Context: an optimization exercise on an open-source flow, tuned for small area. The choices shown serve that exercise and are no tape-out recipe. Only simulation tests tie the RTL to the original design; equivalence was not proved. No driver is modelled on the clock port, so clock power and skew are understated where the tree is cut down; a real chip needs a root buffer or a tree.

## raven
==> flow/design.v <==
`timescale 1ns / 1ps
module baud_decode(baud_control, tx_count, rx_count, rx_half, tx_btu, rx_btu);
    input    [3:0]  baud_control;
    input   [18:0]  tx_count, rx_count;
    input           rx_half;           
    output          tx_btu, rx_btu;
    reg             tx_end;
    wire    [18:0]  c = tx_count;
    always @(*)
        case (baud_control)
            4'd0    : tx_end = ~c[18] & c[17] & c[16] & c[15] & c[14] & ~c[13] & ~c[12] & c[11] & ~c[10] & c[9] & c[8] & ~c[6] & c[3] & c[2] & c[1] & c[0];  
            4'd1    : tx_end = c[18] & ~c[17] & ~c[15] & c[14] & c[13] & ~c[12] & c[11] & ~c[10] & ~c[9] & ~c[8] & ~c[7] & ~c[6] & c[4] & c[1];  
            4'd2    : tx_end = ~c[18] & c[17] & c[16] & c[15] & ~c[14] & c[13] & c[11] & c[10] & ~c[9] & ~c[8] & ~c[7] & c[5] & c[3];  
            4'd3    : tx_end = c[18] & c[17] & c[16] & c[15] & c[14] & ~c[13] & c[11] & c[10] & ~c[9] & c[8] & c[7] & ~c[4];  
            4'd5    : tx_end = c[18] & ~c[17] & ~c[16] & c[14] & ~c[13] & c[11] & c[9] & c[8] & ~c[5] & c[3];  
            4'd6    : tx_end = c[17] & ~c[13] & c[11] & ~c[9] & ~c[8] & ~c[6] & ~c[5] & c[1];  
            4'd7    : tx_end = ~c[15] & ~c[13] & ~c[12] & c[8] & ~c[7] & c[6] & c[5] & ~c[1];  
            4'd8    : tx_end = ~c[14] & c[10] & c[9] & ~c[8] & c[7] & c[6];  
            4'd9    : tx_end = c[17] & ~c[14] & ~c[13] & c[1];  
            4'd10   : tx_end = c[9] & ~c[1] & ~c[0];  
            4'd11   : tx_end = c[15] & ~c[1] & ~c[0];  
            default : tx_end = ~c[18] & c[16] & c[15] & ~c[14] & ~c[13] & ~c[12] & c[11] & ~c[9] & ~c[8] & c[6] & ~c[5];  
        endcase
    assign tx_btu = tx_end;
    wire    [18:0]  rx_c = {rx_count[18:1], rx_count[0] | rx_half};
    function automatic covers(input [18:0] c, input [3:0] code);
        case (code)
            4'd0:    covers = &(c | ~19'd333_333);
            4'd1:    covers = &(c | ~19'd83_333);
            4'd2:    covers = &(c | ~19'd41_667);
            4'd3:    covers = &(c | ~19'd20_833);
            4'd5:    covers = &(c | ~19'd5_208);
            4'd6:    covers = &(c | ~19'd2_604);
            4'd7:    covers = &(c | ~19'd1_736);
            4'd8:    covers = &(c | ~19'd868);
            4'd9:    covers = &(c | ~19'd434);
            4'd10:   covers = &(c | ~19'd217);
            4'd11:   covers = &(c | ~19'd109);
            default: covers = &(c | ~19'd10_417);
        endcase
    endfunction
    assign rx_btu = covers(rx_c, baud_control);
endmodule
`timescale 1ns / 1ps
module PED(reset, clk, rise, ped);
    input       clk, reset, rise;
    output      ped;
    reg         p1, ped;
    always @(posedge clk)
        if (reset) begin
            p1  <= 1'b1;
            ped <= 1'b0;
        end else begin
            p1  <= rise;
            ped <= p1;
        end
endmodule
`timescale 1ns / 1ps
module Rx_engine(clk, rst, BTU, count, START, EIGHT, PEN, OHEL, RX,
                 READS, UART_RDATA, PERR, FERR, OVF, RX_RDY, rise);
    input           clk, rst;
    input           BTU;
    output [18:0]   count;
    output          START;
    input           EIGHT, PEN, OHEL;
    input           RX;
    input           READS;
    output  [7:0]   UART_RDATA;
    output          PERR, FERR, OVF, RX_RDY, rise;
    reg             active;           
    reg    [18:0]   count;
    reg     [3:0]   bit_count;
    reg     [9:0]   shift_reg;        
    reg             PERR, FERR, OVF, RX_RDY;
    wire            bc0   = (bit_count == 4'd0);
    assign          START = active & bc0;    
    wire            DONE  = bit_count[3] & (bit_count[0] | (EIGHT ^ PEN))
                                         & (bit_count[1] | ~(EIGHT | PEN));
    assign          rise  = DONE & ~RX_RDY;
    always @(posedge clk, posedge rst)
        if (rst)
            active <= 1'b0;
        else
            active <= (~active | bc0) ? ~RX : ~DONE;
    always @(posedge clk) begin
        count     <= (active & ~BTU) ?
                     {count[18:1] + {17'b0, count[0] | START}, ~count[0] & ~START} : 19'd0;
        bit_count <= active ? bit_count + {3'b0, BTU} : 4'd0;
    end
    wire            shift = BTU & active & ~bc0;
    always @(posedge clk)
        if (rst)
            shift_reg <= 10'b0;
        else if (shift)
            shift_reg <= {RX, (EIGHT & PEN) ? shift_reg[9] : RX,
                          (EIGHT | PEN) ? shift_reg[8] : RX, shift_reg[7:1]};
    assign UART_RDATA = shift_reg[7:0];
    wire Stop_Bit = (EIGHT & PEN) ? shift_reg[9] : (EIGHT | PEN) ? shift_reg[8] : shift_reg[7];
    reg             par;
    always @(posedge clk)
        if (BTU)
            par <= ~START & (par ^ RX);
    wire Parity_Error = PEN & DONE & (par ^ Stop_Bit ^ OHEL);
    always @(posedge clk, posedge rst)
        if (rst) begin
            PERR   <= 1'b0;
            FERR   <= 1'b0;
            OVF    <= 1'b0;
            RX_RDY <= 1'b0;
        end else begin
            if (Parity_Error)             PERR <= 1'b1;
            else if (READS)               PERR <= 1'b0;
            if (~Stop_Bit & DONE)         FERR <= 1'b1;
            else if (READS)               FERR <= 1'b0;
            if (DONE & active & RX_RDY)   OVF  <= 1'b1;
            else if (READS)               OVF  <= 1'b0;
            if (DONE)                     RX_RDY <= 1'b1;
            else if (READS)               RX_RDY <= 1'b0;
        end
endmodule
`timescale 1ns / 1ps
module transmit_engine(clk, rst, write, out_port, eight, pen, ohel,
                       btu, count, TxRdy, Tx, rise);
    input           clk, rst;
    input           write, eight, pen, ohel;
    input           btu;
    output [18:0]   count;
    input   [7:0]   out_port;
    output          TxRdy, Tx, rise;
    reg             TxRdy, doit;
    reg    [18:0]   count;
    reg     [3:0]   bit_count;
    reg             write_reg;
    reg    [10:0]   shift_reg;
    wire            done = (bit_count == 4'd11);
    assign          rise = done & ~TxRdy;
    assign          Tx   = shift_reg[0];
    always @(posedge clk, posedge rst)
        if (rst) begin
            TxRdy <= 1'b1;
            doit  <= 1'b0;
        end else begin
            if (done)       TxRdy <= 1'b1;
            else if (write) TxRdy <= 1'b0;
            if (write)      doit  <= 1'b1;
            else if (done)  doit  <= 1'b0;
        end
    always @(posedge clk) begin
        count     <= (doit & ~btu) ? {~count[17:0], count[18] ^ count[17]} : 19'd0;
        bit_count <= doit ? bit_count + {3'b0, btu} : 4'd0;
        write_reg <= write;
    end
    wire            par = ^out_port[6:0] ^ (eight & out_port[7]) ^ ohel;
    wire            b9  = eight ? out_port[7] : (pen ? par : 1'b1);
    wire            b10 = (eight & pen) ? par : 1'b1;
    always @(posedge clk)
        if (rst)
            shift_reg[0] <= 1'b1;
        else if (write_reg)
            shift_reg[0] <= 1'b1;
        else if (btu)
            shift_reg[0] <= shift_reg[1];
    always @(posedge clk)
        if (write_reg)
            shift_reg[1] <= 1'b0;
        else if (btu)
            shift_reg[1] <= shift_reg[2];
    always @(posedge clk)
        if (write)
            shift_reg[10:2] <= {b10, b9, out_port[6:0]};
        else if (btu & ~write_reg)
            shift_reg[10:2] <= {1'b1, shift_reg[10:3]};
endmodule
`timescale 1ns / 1ps
module UART(clk, rst, WRITES, READS, UDI, RX, UART_INT, TX, UDO);
    input               clk, rst, RX;
    input       [7:0]   READS, WRITES;
    input       [7:0]   UDI;
    output              TX, UART_INT;
    output      [7:0]   UDO;
    reg         [7:1]   UART_config;
    reg         [7:0]   UDO;
    wire       [18:0]   tx_count, rx_count;
    wire                tx_btu, rx_btu, rx_half;
    wire        [7:0]   UART_RDATA;
    wire                TX_RDY, RX_RDY, TX_RISE, RX_RISE;
    wire                PERR, FERR, OVF;
    always @(posedge clk)
        if (rst)
            UART_config <= 7'b0;
        else if (WRITES[6])
            UART_config <= UDI[7:1];
    baud_decode
        BAUD_DECODE(.baud_control(UART_config[7:4]),
                    .tx_count(tx_count),
                    .rx_count(rx_count),
                    .rx_half(rx_half),
                    .tx_btu(tx_btu),
                    .rx_btu(rx_btu));
    Rx_engine
        RX_engine   (.clk(clk),
                     .rst(rst),
                     .BTU(rx_btu),
                     .count(rx_count),
                     .START(rx_half),
                     .EIGHT(UART_config[3]),
                     .PEN(UART_config[2]),
                     .OHEL(UART_config[1]),
                     .RX(RX),
                     .READS(READS[0]),
                     .UART_RDATA(UART_RDATA),
                     .PERR(PERR),
                     .FERR(FERR),
                     .OVF(OVF),
                     .RX_RDY(RX_RDY),
                     .rise(RX_RISE));
    transmit_engine
        TX_engine   (.clk(clk),
                     .rst(rst),
                     .write(WRITES[0]),
                     .out_port(UDI),
                     .eight(UART_config[3]),
                     .pen(UART_config[2]),
                     .ohel(UART_config[1]),
                     .btu(tx_btu),
                     .count(tx_count),
                     .TxRdy(TX_RDY),
                     .Tx(TX),
                     .rise(TX_RISE));
    always @(*)
        if (READS[0])
            UDO = UART_RDATA;
        else if (READS[1])
            UDO = {3'b0, OVF, FERR, PERR, TX_RDY, RX_RDY};
        else
            UDO = 8'b0;
    PED
        IntPED (.reset(rst), .clk(clk), .rise(RX_RISE | TX_RISE), .ped(UART_INT));
endmodule
clock: 10.0 ns
lec_check: 0
cap_margin: 20
core_margin: 2
core_utilization: 70
place_density: 0.75
slew_margin: 20
standard.sh (not shown) runs the stock make flow with config.mk's settings and CLKGATE_MAP_FILE= SYNTH_SCRIPT=/design/flow/synth_recipe.tcl, a recipe that flattens the netlist after the stock synthesis.
==> flow/flow/run.sh <==
#!/bin/bash
# The standard layout (standard.sh), with three changes:
#  - synthesis maps the logic with an area-oriented ABC script (flow/area.abc);
#    everything else in synthesis is ORFS's and the standard flow's own script;
#  - the port buffers are the smallest buffer cell;
#  - the clock tree is built by flow/manual_cts.tcl: the clock port drives one
#    clock buffer, which drives six buffers, each for the flip-flops of one
#    region of the core.
set -euo pipefail
here=$(pwd)
export AREA_SYNTH_DIR=$here
sed 's#^source $::env(SCRIPTS_DIR)/synth_preamble.tcl$#source $::env(SCRIPTS_DIR)/synth_preamble.tcl\nlset abc_args 1 '"$here"'/flow/area.abc#' \
  "$FLOW_HOME/scripts/synth.tcl" > my_synth.tcl
grep -q "flow/area.abc" my_synth.tcl
export MCTS_N=6 MCTS_COLS=2 MCTS_MAXG=15 MCTS_CELL=sky130_fd_sc_hd__clkbuf_8 \
  MCTS_ROOT=sky130_fd_sc_hd__clkbuf_2 MCTS_SLEW_PS=105 MCTS_BIG_CELL=sky130_fd_sc_hd__clkbuf_16
bash standard.sh "SYNTH_SCRIPT=$here/flow/area_synth.tcl" \
  "BUFFER_PORTS_ARGS=-buffer_cell sky130_fd_sc_hd__buf_1" \
  "PRE_CTS_TCL=$here/flow/manual_cts.tcl" \
  finish > standard_flow.log 2>&1
==> flow/flow/manual_cts.tcl <==
# Clock tree built by hand, in place of clock_tree_synthesis (sourced before
# CTS as PRE_CTS_TCL; cts.tcl then calls the proc below instead of TritonCTS).
# The clock port drives MCTS_N clock buffers (MCTS_CELL) directly; each drives
# the flip-flops of one region of the core. The regions start as an even split
# by position (columns by x, then rows by y) and are then made compact by a few
# rounds of k-means. A buffer whose estimated clock-pin slew is over
# MCTS_SLEW_PS is swapped for MCTS_BIG_CELL.
proc clock_tree_synthesis { args } {
  set n $::env(MCTS_N)
  set cell $::env(MCTS_CELL)
  set db [ord::get_db]
  set block [ord::get_db_block]
  set master [$db findMaster $cell]
  set clk [$block findNet clk]
  set sinks {}
  foreach it [$clk getITerms] {
    set inst [$it getInst]
    set box [$inst getBBox]
    set x [expr {([$box xMin] + [$box xMax]) / 2}]
    set y [expr {([$box yMin] + [$box yMax]) / 2}]
    lappend sinks [list $x $y $it]
  }
  set total [llength $sinks]
  set cols $::env(MCTS_COLS)
  set rows [expr {$n / $cols}]
  set sinks [lsort -integer -index 0 $sinks]
  set groups {}
  for {set c 0} {$c < $cols} {incr c} {
    set a [expr {$c * $total / $cols}]
    set b [expr {($c + 1) * $total / $cols - 1}]
    set col [lsort -integer -index 1 [lrange $sinks $a $b]]
    set m [llength $col]
    for {set r 0} {$r < $rows} {incr r} {
      lappend groups [lrange $col [expr {$r * $m / $rows}] [expr {($r + 1) * $m / $rows - 1}]]
    }
  }
  # k-means, keeping each group within MCTS_MAXG sinks
  set maxg $::env(MCTS_MAXG)
  for {set round 0} {$round < 10} {incr round} {
    set cents {}
    foreach g $groups {
      set sx 0; set sy 0
      foreach s $g { incr sx [lindex $s 0]; incr sy [lindex $s 1] }
      lappend cents [list [expr {$sx / [llength $g]}] [expr {$sy / [llength $g]}]]
    }
    # assign sinks, nearest first, to the nearest centre with room
    set pairs {}
    foreach s $sinks {
      set k 0
      foreach c $cents {
        set d [expr {abs([lindex $s 0] - [lindex $c 0]) + abs([lindex $s 1] - [lindex $c 1])}]
        lappend pairs [list $d $k $s]
        incr k
      }
    }
    set pairs [lsort -integer -index 0 $pairs]
    set done [dict create]
    set new {}
    for {set k 0} {$k < $n} {incr k} { lappend new {} }
    foreach p $pairs {
      set s [lindex $p 2]
      set key [lindex $s 2]
      if {[dict exists $done $key]} { continue }
      set k [lindex $p 1]
      if {[llength [lindex $new $k]] >= $maxg} { continue }
      lset new $k [concat [lindex $new $k] [list $s]]
      dict set done $key 1
    }
    set groups $new
  }
  # optional root buffer between the clock port and the leaf buffers
  set src $clk
  if {[info exists ::env(MCTS_ROOT)] && $::env(MCTS_ROOT) ne ""} {
    set root [odb::dbInst_create $block [$db findMaster $::env(MCTS_ROOT)] "clkbuf_root"]
    set rnet [odb::dbNet_create $block "clknet_root"]
    $rnet setSigType CLOCK
    [$root findITerm A] connect $clk
    [$root findITerm X] connect $rnet
    set sx 0; set sy 0
    foreach s $sinks { incr sx [lindex $s 0]; incr sy [lindex $s 1] }
    $root setLocation [expr {$sx / $total}] [expr {$sy / $total}]
    $root setPlacementStatus PLACED
    puts "manual CTS: clkbuf_root ($::env(MCTS_ROOT)) drives the $n leaf buffers"
    set src $rnet
  }
  set i 0
  set bufs {}
  foreach g $groups {
    set sx 0; set sy 0
    foreach s $g { incr sx [lindex $s 0]; incr sy [lindex $s 1] }
    set cx [expr {$sx / [llength $g]}]
    set cy [expr {$sy / [llength $g]}]
    set buf [odb::dbInst_create $block $master "clkbuf_leaf_$i"]
    set net [odb::dbNet_create $block "clknet_leaf_$i"]
    $net setSigType CLOCK
    [$buf findITerm A] connect $src
    [$buf findITerm X] connect $net
    foreach s $g {
      set it [lindex $s 2]
      $it disconnect
      $it connect $net
    }
    $buf setLocation $cx $cy
    $buf setPlacementStatus PLACED
    puts "manual CTS: clkbuf_leaf_$i ($cell) drives [llength $g] flip-flops at ($cx, $cy)"
    lappend bufs $buf
    incr i
  }
  # upsize the buffers whose flip-flops would see too slow a clock edge
  set_propagated_clock [all_clocks]
  estimate_parasitics -placement
  foreach buf $bufs {
    set worst 0
    foreach it [[[$buf findITerm X] getNet] getITerms] {
      if {[$it isOutputSignal]} { continue }
      set pin [get_pins [[$it getInst] getName]/[[$it getMTerm] getName]]
      foreach a {slew_max_rise slew_max_fall} {
        set s [get_property $pin $a]
        if {$s > $worst} { set worst $s }
      }
    }
    set ps [expr {[sta::time_ui_sta $worst] * 1e12}]
    puts "manual CTS: [$buf getName] worst clock-pin slew [format %.1f $ps] ps"
    if {$ps > $::env(MCTS_SLEW_PS)} {
      replace_cell [$buf getName] $::env(MCTS_BIG_CELL)
      puts "manual CTS: [$buf getName] swapped for $::env(MCTS_BIG_CELL)"
    }
  }
}
Other scripts of this flow, unchanged in this note and not shown: flow/flow/area.abc, flow/flow/area_synth.tcl
Setup changes, raven to ember
Settings: swapping 0.75 for 0.9 in PLACE_DENSITY; swapping 70 for 85 in CORE_UTILIZATION.
-- flow/flow/run.sh --
<<< raven, line 6
#  - the clock tree is built by flow/manual_cts.tcl: the clock port drives one
#    clock buffer, which drives six buffers, each for the flip-flops of one
#    region of the core.
>>> ember, line 6
#  - the clock tree is built by flow/manual_cts.tcl: the clock port drives one
#    clock buffer, which drives five buffers, each for the flip-flops of one
#    region of the core.
<<< raven, line 14
grep -q "flow/area.abc" my_synth.tcl
export MCTS_N=6 MCTS_COLS=2 MCTS_MAXG=15 MCTS_CELL=sky130_fd_sc_hd__clkbuf_8 \
  MCTS_ROOT=sky130_fd_sc_hd__clkbuf_2 MCTS_SLEW_PS=105 MCTS_BIG_CELL=sky130_fd_sc_hd__clkbuf_16
bash standard.sh "SYNTH_SCRIPT=$here/flow/area_synth.tcl" \
>>> ember, line 14
grep -q "flow/area.abc" my_synth.tcl
export MCTS_N=5 MCTS_COLS=1 MCTS_MAXG=18 MCTS_CELL=sky130_fd_sc_hd__clkbuf_8 \
  MCTS_ROOT=sky130_fd_sc_hd__clkbuf_2 MCTS_SLEW_PS=110 MCTS_BIG_CELL=sky130_fd_sc_hd__clkbuf_16
bash standard.sh "SYNTH_SCRIPT=$here/flow/area_synth.tcl" \
Findings:
raven -> ember: number of enable-type register cells in the synthesized netlist delta 0, exact match
In ember, the chip height came out 6.7 um below the value in raven.
As far as share of the synthesized area in compound gates (AO/OA/AOI/OAI) goes, raven and ember are indistinguishable; the numbers are identical.
[compare] base=raven new=ember: share of synthesized flip-flops with an asynchronous set or reset now sits at about the same level, share of synthesized cell area in and, or, nand and nor gates shows no meaningful change, net count of the mapped netlist closely matched the old numbers, initial standard-cell utilization of the core increased by 18 points relative to the old numbers, synthesized cell count held.
Sort raven and ember by number of core rows asc -> top: ember
Changes observed in ember relative to raven: synthesized area held steady; die boundary width shrank by about 9%.
ember: GPL-0301 in global placement -> run aborted
The clock cells of raven come from the design's own scripts or RTL, not from TritonCTS.

==> static timing again, ports no longer ideal <==
How much do the figures lean on ideal ports? The routed layout below was timed once more, with nothing changed but the port constraints.
Step 1 sets driving cells, clkbuf_16 on the clock port and buf_2 on the other inputs (assumed; they add their load-dependent delay and slew).
Step 2 moves the port delays by t, midway between the first and last clock arrival at a register: inputs arrive t later, outputs are due t later. That takes back most of the time a late clock gives input paths.
Three values: ideal ports, drivers, drivers and shift; two values: the first two.
run: raven
t (ns): 0.539
slack for setup (ns): 5.135 / 5.112 / 5.112
slew at the worst register clock pin (ns): 0.10 / 0.10
After both steps setup and hold are still met in raven. The setup slack of raven moves by -0.023 ns with the drivers and by -0.023 ns with both steps.
